Background: an optimization exercise with open tools, aiming at small area. Do not read the settings as production practice.
Where RTL was checked, it was by simulation tests only, not by an equivalence proof against the original.
No activity file was given, so power comes from the tool's default toggle rates.

## pim_system
module pim_system #(
    parameter int BUS_WIDTH_BITS           = 64,
    parameter int CMD_SIZE_BITS            = 64,
    parameter int FETCH_BUS_TRANSFERS      = 128,
    parameter int MACS_PER_CYCLE           = 16,
    parameter int PIM_BASE_LATENCY_CYCLES  = 20,
    parameter int FETCH_CYCLES             = 5,
    parameter int STORE_CYCLES             = 5,
    parameter int SEQUENCER_FIFO_DEPTH     = 4,
    parameter int MICROPROG_LEN_WORDS      = 4,
    parameter int ADDR_WIDTH_BITS          = 64,
    parameter int MEM_DEPTH_WORDS          = 1024
)(
    input  logic clk,
    input  logic rst_n,
    input  logic cpu_cmd_valid,
    input  logic [CMD_SIZE_BITS-1:0]  cpu_cmd_data,
    output logic cpu_cmd_ready,
    input  logic cpu_microprog_valid,
    input  logic [CMD_SIZE_BITS*MICROPROG_LEN_WORDS-1:0] cpu_microprog_data,
    output logic cpu_microprog_ack,
    input  logic cpu_execute_seq_valid,
    output logic cpu_execute_seq_ready,
    output logic pim_system_idle,
    output logic sequencer_busy_out
);
export LEC_CHECK = 0
export CAP_MARGIN = 20
export CORE_MARGIN = 2
export CORE_UTILIZATION = 70
export PLACE_DENSITY = 0.8
export SLEW_MARGIN = 20
create_clock -name core_clock -period 5.0 [get_ports {clk}]
standard.sh (not shown) runs the stock make flow with config.mk's settings and CLKGATE_MAP_FILE= SYNTH_SCRIPT=/design/flow/synth_recipe.tcl, a recipe that flattens the netlist after the stock synthesis.
==> flow/flow/run.sh <==
#!/bin/bash
# Standard layout, with two changes: the port buffers are the smallest
# buffer (buf_1), and clock tree synthesis uses smaller clock buffers and
# no dummy loads.
set -euo pipefail
export BUFFER_PORTS_ARGS="-buffer_cell sky130_fd_sc_hd__buf_1"
export CTS_ARGS="-sink_clustering_enable -repair_clock_nets -dont_use_dummy_load -buf_list {sky130_fd_sc_hd__clkbuf_2} -sink_clustering_size 6 -sink_clustering_max_diameter 30"
bash standard.sh > standard.log 2>&1
The starting point ran to the end with no violations.
==> next run, changes <==
--- a/flow/flow/run.sh
+++ b/flow/flow/run.sh
@@ -7 +7 @@
-export CTS_ARGS="-sink_clustering_enable -repair_clock_nets -dont_use_dummy_load -buf_list {sky130_fd_sc_hd__clkbuf_2} -sink_clustering_size 6 -sink_clustering_max_diameter 30"
+export CTS_ARGS="-sink_clustering_enable -repair_clock_nets -dont_use_dummy_load -buf_list {sky130_fd_sc_hd__clkbuf_4} -sink_clustering_size 10 -sink_clustering_max_diameter 35"
Utilization climbs by 0.11 points.
Wire length drops by 2.1%.
Synthesized area is unchanged.
Clock power is about the same.
Fmax climbs by 4.3%.
Count of clock-buffer cells in the layout drops by 16.
Critical path depth stays the same.
Total power hardly moves.
Synthesized cell count does not change.
Non-clock buffer count is unchanged.
Function was not checked in any run of this note: the RTL went through the layout flow alone.


## JK
pim_system, a different RTL version from the one above (not shown whole).
Size in the first run: about 510 cells after synthesis, about 330 I/O pins, ~10000 µm² of cells after synthesis.
clock: 5.0 ns
lec_check: 0
cap_margin: 20
core_margin: 2
core_utilization: 70
cts_buf_list: sky130_fd_sc_hd__clkbuf_4 sky130_fd_sc_hd__clkbuf_8
cts_cluster_diameter: 40
cts_cluster_size: 11
place_density: 0.8
slew_margin: 20
run.sh (not shown) runs the stock make flow with config.mk's settings and CLKGATE_MAP_FILE= SYNTH_SCRIPT=/design/flow/synth_recipe.tcl, a recipe that flattens the netlist after the stock synthesis.
Stock flow here: none of the scripts above is used.
Modified inputs, MS compared to JK
Settings: a deleted CTS_CLUSTER_DIAMETER that had been 40; a deleted CTS_CLUSTER_SIZE that had been 11; a deleted CTS_BUF_LIST that had been sky130_fd_sc_hd__clkbuf_4 sky130_fd_sc_hd__clkbuf_8.
==> flow/flow/run.sh (new file) <==
#!/bin/bash
# Standard layout, with two changes: the port buffers are the smallest
# buffer (buf_1), and clock tree synthesis uses smaller clock buffers and
# no dummy loads.
set -euo pipefail
export BUFFER_PORTS_ARGS="-buffer_cell sky130_fd_sc_hd__buf_1"
export CTS_ARGS="-sink_clustering_enable -repair_clock_nets -dont_use_dummy_load -buf_list {sky130_fd_sc_hd__clkbuf_4} -sink_clustering_size 10 -sink_clustering_max_diameter 35"
bash standard.sh > standard.log 2>&1
==> flow/standard.sh (new file) <==
#!/bin/bash
# synth_recipe.tcl (not shown) runs the flow's synth.tcl, then flattens the netlist and writes it again
# the make line also repeats each setting of config.mk as NAME=value (left out here)
make -C /OpenROAD-flow-scripts/flow DESIGN_CONFIG=/design/flow/config.mk WORK_HOME=/design/flow/orfs CLKGATE_MAP_FILE= SYNTH_SCRIPT=/design/flow/synth_recipe.tcl "${@:-finish}"
removed: flow/run.sh
==> run summary <==
MS completed every stage of the flow, and the final layout passed the timing, design-rule and antenna checks. Standby leakage power: MS and JK compared, lower one is MS. MS -> JK: number of max-cap violations delta 0, exact match. MS vs. JK: share of the clock period used by the worst path moved down, core utilization moved down, fmax moved up. Of MS and JK, JK shows the lower final worst slack, with MS above it. MS: first-iteration DRC count about 25% below JK. Power of the clock network, MS vs JK: down by more than a quarter. On total net switching power: between MS and JK, it ends up higher for JK.


Setup of lane 1:
pim_system, a different RTL version from the one above (not shown whole).
Size in the first run: ~290 flip-flops, ~0.012 mm^2 of cells after synthesis.
clock: 5.0 ns
lec_check: 0
cap_margin: 20
core_margin: 2
core_utilization: 70
place_density: 0.8
slew_margin: 20
standard.sh (not shown) runs the stock make flow with config.mk's settings and CLKGATE_MAP_FILE= SYNTH_SCRIPT=/design/flow/synth_recipe.tcl, a recipe that flattens the netlist after the stock synthesis.
==> flow/flow/run.sh <==
#!/bin/bash
# Standard layout, with two changes: the port buffers are the smallest
# buffer (buf_1), and clock tree synthesis uses smaller clock buffers and
# no dummy loads.
set -euo pipefail
export BUFFER_PORTS_ARGS="-buffer_cell sky130_fd_sc_hd__buf_1"
export CTS_ARGS="-sink_clustering_enable -repair_clock_nets -dont_use_dummy_load -buf_list {sky130_fd_sc_hd__clkbuf_16} -sink_clustering_size 40 -sink_clustering_max_diameter 60"
bash standard.sh > standard.log 2>&1
Lane 1: PASS, flow complete, no timing, DRC or antenna violations
#### Input delta (lane 2 over lane 1)
==> flow/flow/run.sh <==
#!/bin/bash
# Standard layout, with two changes: the port buffers are the smallest
# buffer (buf_1), and clock tree synthesis uses smaller clock buffers and
# no dummy loads.
set -euo pipefail
export BUFFER_PORTS_ARGS="-buffer_cell sky130_fd_sc_hd__buf_1"
export CTS_ARGS="-sink_clustering_enable -repair_clock_nets -dont_use_dummy_load -buf_list {sky130_fd_sc_hd__clkbuf_4} -sink_clustering_size 12 -sink_clustering_max_diameter 40"
bash standard.sh > standard.log 2>&1
Results
Fmax (lane 2 over lane 1): decrease, about 4.4%
Going from lane 1 to lane 2, the overall power was found to have gone down by 3.9%.
Looking only at proportion of power drawn by the clock network, and setting everything else aside, the lower value of lane 2 and lane 1 goes to lane 2.
Lane 2 vs. lane 1: largest vdd supply drop barely changed, proportion of layout cells with a drive suffix above 1 went up 2.0 points, clock latency of the later-clocked register in the worst-skew pair increased 0.10 ns, sequential share of layout area shows an increase of 0.67 points, final cell count +21.
Comparing lane 2 and lane 1, the higher static power due to leakage is on lane 1.
Row combinational share of power: lane 2 higher / lane 1 lower
Here is what was changed in the inputs of lane 3 compared with lane 2.
==> flow/flow/run.sh <==
#!/bin/bash
# Standard layout, with two changes: the port buffers are the smallest
# buffer (buf_1), and clock tree synthesis uses smaller clock buffers and
# no dummy loads.
set -euo pipefail
export BUFFER_PORTS_ARGS="-buffer_cell sky130_fd_sc_hd__buf_1"
export CTS_ARGS="-sink_clustering_enable -repair_clock_nets -dont_use_dummy_load -buf_list {sky130_fd_sc_hd__clkbuf_8} -sink_clustering_size 20 -sink_clustering_max_diameter 50"
bash standard.sh > standard.log 2>&1
==> comparison <==
Lane 3 leaves more setup margin than lane 2. Cmp lane 3 vs lane 2: fraction of power consumed by combinational cells lower in lane 3. In the reports for lane 3 and lane 2, the smaller hold slack belongs to lane 2. Taking lane 2 as the reference, in lane 3 number of primary I/O pins flat; number of non-filler instances in the completed layout fell by 14; clock period minus final worst setup slack dropped 0.090 ns. Deepest level of the CTS H-tree ended up 1 lower on lane 3 than on lane 2.
No run of this note included a check of the RTL's function; only the layout flow was run.


== 09-07 ==
pim_system with an RTL version that a note above also has.
Size: about 510 cells after synthesis, roughly 280 flip-flops, ~330 I/O pins, roughly 10000 µm² of cells after synthesis.
export LEC_CHECK = 0
export CAP_MARGIN = 20
export CORE_MARGIN = 2
export CORE_UTILIZATION = 70
export PLACE_DENSITY = 0.8
export SLEW_MARGIN = 20
create_clock -name core_clock -period 5.0 [get_ports {clk}]
==> flow/flow/run.sh <==
#!/bin/bash
# Standard layout, with two changes: the port buffers are the smallest
# buffer (buf_1), and clock tree synthesis uses smaller clock buffers and
# no dummy loads.
set -euo pipefail
export BUFFER_PORTS_ARGS="-buffer_cell sky130_fd_sc_hd__buf_1"
export CTS_ARGS="-sink_clustering_enable -repair_clock_nets -dont_use_dummy_load -buf_list {sky130_fd_sc_hd__clkbuf_4} -sink_clustering_size 12 -sink_clustering_max_diameter 40"
bash standard.sh > standard.log 2>&1
The final layout from 09-07, which completed every stage, passed the timing, design-rule and antenna checks at the end of the flow.
Setup changes, 09-07 to 04-01
==> flow/flow/run.sh <==
#!/bin/bash
# Standard layout, with two changes: the port buffers are the smallest
# buffer (buf_1), and clock tree synthesis uses smaller clock buffers and
# no dummy loads.
set -euo pipefail
export BUFFER_PORTS_ARGS="-buffer_cell sky130_fd_sc_hd__buf_1"
export CTS_ARGS="-sink_clustering_enable -repair_clock_nets -dont_use_dummy_load -buf_list {sky130_fd_sc_hd__clkbuf_2 sky130_fd_sc_hd__clkbuf_8} -root_buf sky130_fd_sc_hd__clkbuf_8 -tree_buf sky130_fd_sc_hd__clkbuf_8 -sink_clustering_buffer sky130_fd_sc_hd__clkbuf_2 -sink_clustering_size 7 -sink_clustering_max_diameter 30"
bash standard.sh > standard.log 2>&1
## What came out
Per the comparison of 04-01 with 09-07, portion of total power attributed to combinational logic went down; number of iterations in the first detailed-routing pass went up; final worst-path setup slack went up.
Looking at type of the most critical hold path, the reg -> reg result is from 04-01; the in -> async one comes from 09-07.

static timing again, ports no longer ideal:
Ports are ideal in the flow. The routed layouts listed here were re-timed in OpenROAD.
Step 1 assumes that a clkbuf_16 drives the clock port and a buf_2 every other input.
Step 2 moves the port delays by t, midway between the first and last clock arrival at a register: inputs arrive t later, outputs are due t later. That takes back most of the time a late clock gives input paths.
Slacks: no drivers / after step 1 / after step 2; pairs: no drivers / after step 1.
run	shift t [ns]	setup slack, ns	hold slack, ns	latest minus earliest clock arrival (ns)	pins driven straight from the clock port
the first run of note 1	0.800	1.270 / 1.232 / 1.726	0.157 / 0.143 / 0.490	0.103 / 0.103	1
the second run of note 1	0.649	1.425 / 1.384 / 1.741	0.373 / 0.356 / 0.517	0.063 / 0.063	1
JK	0.574	1.012 / 0.978 / 1.417	0.415 / 0.415 / 0.415	0.012 / 0.012	1
MS	0.621	1.569 / 1.535 / 1.803	0.394 / 0.394 / 0.394	0.077 / 0.077	1
lane 1	0.530	1.088 / 1.042 / 1.572	0.503 / 0.481 / 0.515	0.094 / 0.095	1
lane 2	0.643	0.908 / 0.867 / 1.510	0.373 / 0.357 / 0.524	0.060 / 0.059	1
lane 3	0.568	0.998 / 0.956 / 1.523	0.467 / 0.450 / 0.490	0.070 / 0.071	1
09-07	0.646	1.511 / 1.476 / 1.835	0.350 / 0.337 / 0.392	0.066 / 0.066	1
04-01	0.533	1.678 / 1.642 / 1.808	0.392 / 0.392 / 0.392	0.059 / 0.060	1
After both steps setup and hold are still met in every run listed.
